Context: an optimization exercise on an open-source flow, tuned for small area and a short achievable clock period. The choices shown serve that exercise and are no tape-out recipe.
Only simulation tests tie the RTL to the original design; equivalence was not proved.
The clock port is modelled as an ideal driver, which makes a skipped or thinned clock tree look cheaper than it is; a real chip needs a root buffer or a tree.
Power is estimated from default activity; no workload was simulated.

## fir_filter
module fir_filter (
    data_in, data_out, clk, rst
);
    output [17:0] data_out;
    input  [7:0]  data_in;
    input         clk, rst;
    wire [7:0] d = data_in;
    reg  [7:0]  x1n;
    reg  [7:0]  x2;
    reg  [7:0]  x3n;
    reg  [7:0]  x4;
    reg  [7:0]  x5n;
    reg  [7:0]  x6;
    reg  [7:0]  x7;
    reg  [17:0] s;
    wire p1, p2;
    fa u_p1 (.a(x2[0]), .b(x4[0]), .c(x6[0]), .s(p1), .co(p2));
    wire p3, p4;
    fa u_p3 (.a(x7[0]), .b(p1), .c(d[0]), .s(p3), .co(p4));
    wire p5, p6;
    fa u_p5 (.a(x2[1]), .b(x4[1]), .c(x6[1]), .s(p5), .co(p6));
    wire p7, p8;
    fa u_p7 (.a(x7[1]), .b(p2), .c(p5), .s(p7), .co(p8));
    wire p9, p10;
    fa u_p9 (.a(p7), .b(d[1]), .c(p4), .s(p9), .co(p10));
    wire p11, p12;
    fa u_p11 (.a(x2[2]), .b(x4[2]), .c(x6[2]), .s(p11), .co(p12));
    wire p13, p14;
    fa u_p13 (.a(x7[2]), .b(p6), .c(p11), .s(p13), .co(p14));
    wire p15, p16;
    fa u_p15 (.a(p8), .b(p13), .c(d[2]), .s(p15), .co(p16));
    wire p17, p18;
    fa u_p17 (.a(x2[3]), .b(x4[3]), .c(x6[3]), .s(p17), .co(p18));
    wire p19, p20;
    fa u_p19 (.a(x7[3]), .b(p12), .c(p17), .s(p19), .co(p20));
    wire p21, p22;
    fa u_p21 (.a(p14), .b(p19), .c(d[3]), .s(p21), .co(p22));
    wire p23, p24;
    fa u_p23 (.a(x2[4]), .b(x4[4]), .c(x6[4]), .s(p23), .co(p24));
    wire p25, p26;
    fa u_p25 (.a(x7[4]), .b(p18), .c(p23), .s(p25), .co(p26));
    wire p27, p28;
    fa u_p27 (.a(p20), .b(p25), .c(d[4]), .s(p27), .co(p28));
    wire p29, p30;
  ...
For scale: ~28 I/O pins.
clock: 11.0 ns
lec_check: 0
cap_margin: 20
core_margin: 2
core_utilization: 65
setup_slack_margin: 3.9
slew_margin: 20
synth_hierarchical: 1
standard.sh (not shown) runs the stock make flow with config.mk's settings and CLKGATE_MAP_FILE= SYNTH_SCRIPT=/design/flow/synth_recipe.tcl, a recipe that flattens the netlist after the stock synthesis.
==> flow/flow/run.sh <==
#!/bin/bash
# Layout flow: the standard ORFS flow (standard.sh, unchanged synthesis),
# with these layout changes:
#  - ports are buffered with the smallest buffer (repair_timing upsizes the
#    ones on critical paths) instead of the delay cell buffer_ports picks;
#  - the clock tree is a root buffer and four leaf buffers (flow/cts_tree.tcl,
#    sourced before the CTS step) instead of TritonCTS's 9-buffer H-tree.
# Each tool's output is in this folder's orfs/logs; the make output is in
# flow.log.
set -euo pipefail
here=$(cd "$(dirname "$0")" && pwd)
export BUFFER_PORTS_ARGS="-buffer_cell sky130_fd_sc_hd__buf_1"
export PRE_CTS_TCL="$here/cts_tree.tcl"
export CTS_NLEAF=4
export CTS_ROOT_CELL=sky130_fd_sc_hd__clkbuf_8
export CTS_LEAF_CELL=sky130_fd_sc_hd__clkbuf_8
bash standard.sh finish > flow.log 2>&1
Other scripts of this flow, unchanged in this note and not shown: flow/flow/cts_tree.tcl
Rerun with:
CORE_UTILIZATION = 58   (was 65)
SETUP_SLACK_MARGIN = 3.7   (was 3.9)
TNS_END_PERCENT = 20   (was default)
Critical path depth does not change.
Core utilization decreases by 9.6 points.
Routed wire length drops by 3.5%.
Global-route usage is lower by 3.0 points.
Worst setup slack gets worse by 10 ps.
Combinational power went down by 11%.
Sequential share of layout area rose by 0.63 points.
Cell count barely changes.
Maximum frequency hardly moves.
Rerun with:
TNS_END_PERCENT = default   (was 20)
The new run ran to the end with no violations.
Clock skew is about the same.
Synthesized area does not change.
Global-route usage stays the same.
First-iteration DRC count goes down by 15%.
Final cell count does not change.
Worst hold slack stays flat.
Sequential share of layout area hardly moves.
Rerun with:
GPL_TIMING_DRIVEN = 0   (was default)
What happened: Cell count climbs by about 5%. Global-route usage is higher by 1.3 points. Flip-flop and latch count stays the same. Cell area climbs by about 5%. Routed wire length rises by about 5%. Critical path depth goes up by 1.
No run of this note takes its clock network from TritonCTS; it comes from the design's own scripts or RTL.

## re-timing with driven ports
The flow's constraints put no driver on any port. The routed layouts listed below were extracted and timed again, unchanged, in two steps. Step 1 assumes that a clkbuf_16 drives the clock port and a buf_2 every other input. Step 2, shift: input delay + t, output delay - t, t = (earliest + latest rising clock arrival at the registers) / 2. This alone moves slack from input paths to output paths. Slacks: ideal ports / drivers / drivers and shift; pairs: ideal ports / drivers.
run | shift t [ns] | setup slack, ns | hold slack, ns
the first run | 0.365 | 3.799 / 3.753 / 3.753 | 0.383 / 0.383 / 0.383
the second run | 0.360 | 3.789 / 3.759 / 3.671 | 0.365 / 0.365 / 0.365
the third run | 0.358 | 3.811 / 3.781 / 3.671 | 0.365 / 0.365 / 0.365
the fourth run | 0.362 | 3.671 / 3.621 / 3.617 | 0.368 / 0.368 / 0.368
After both steps setup and hold are still met in every run listed. For the third run, which loses most, drivers alone change the setup slack by -0.030 ns; drivers and shift together by -0.140 ns.
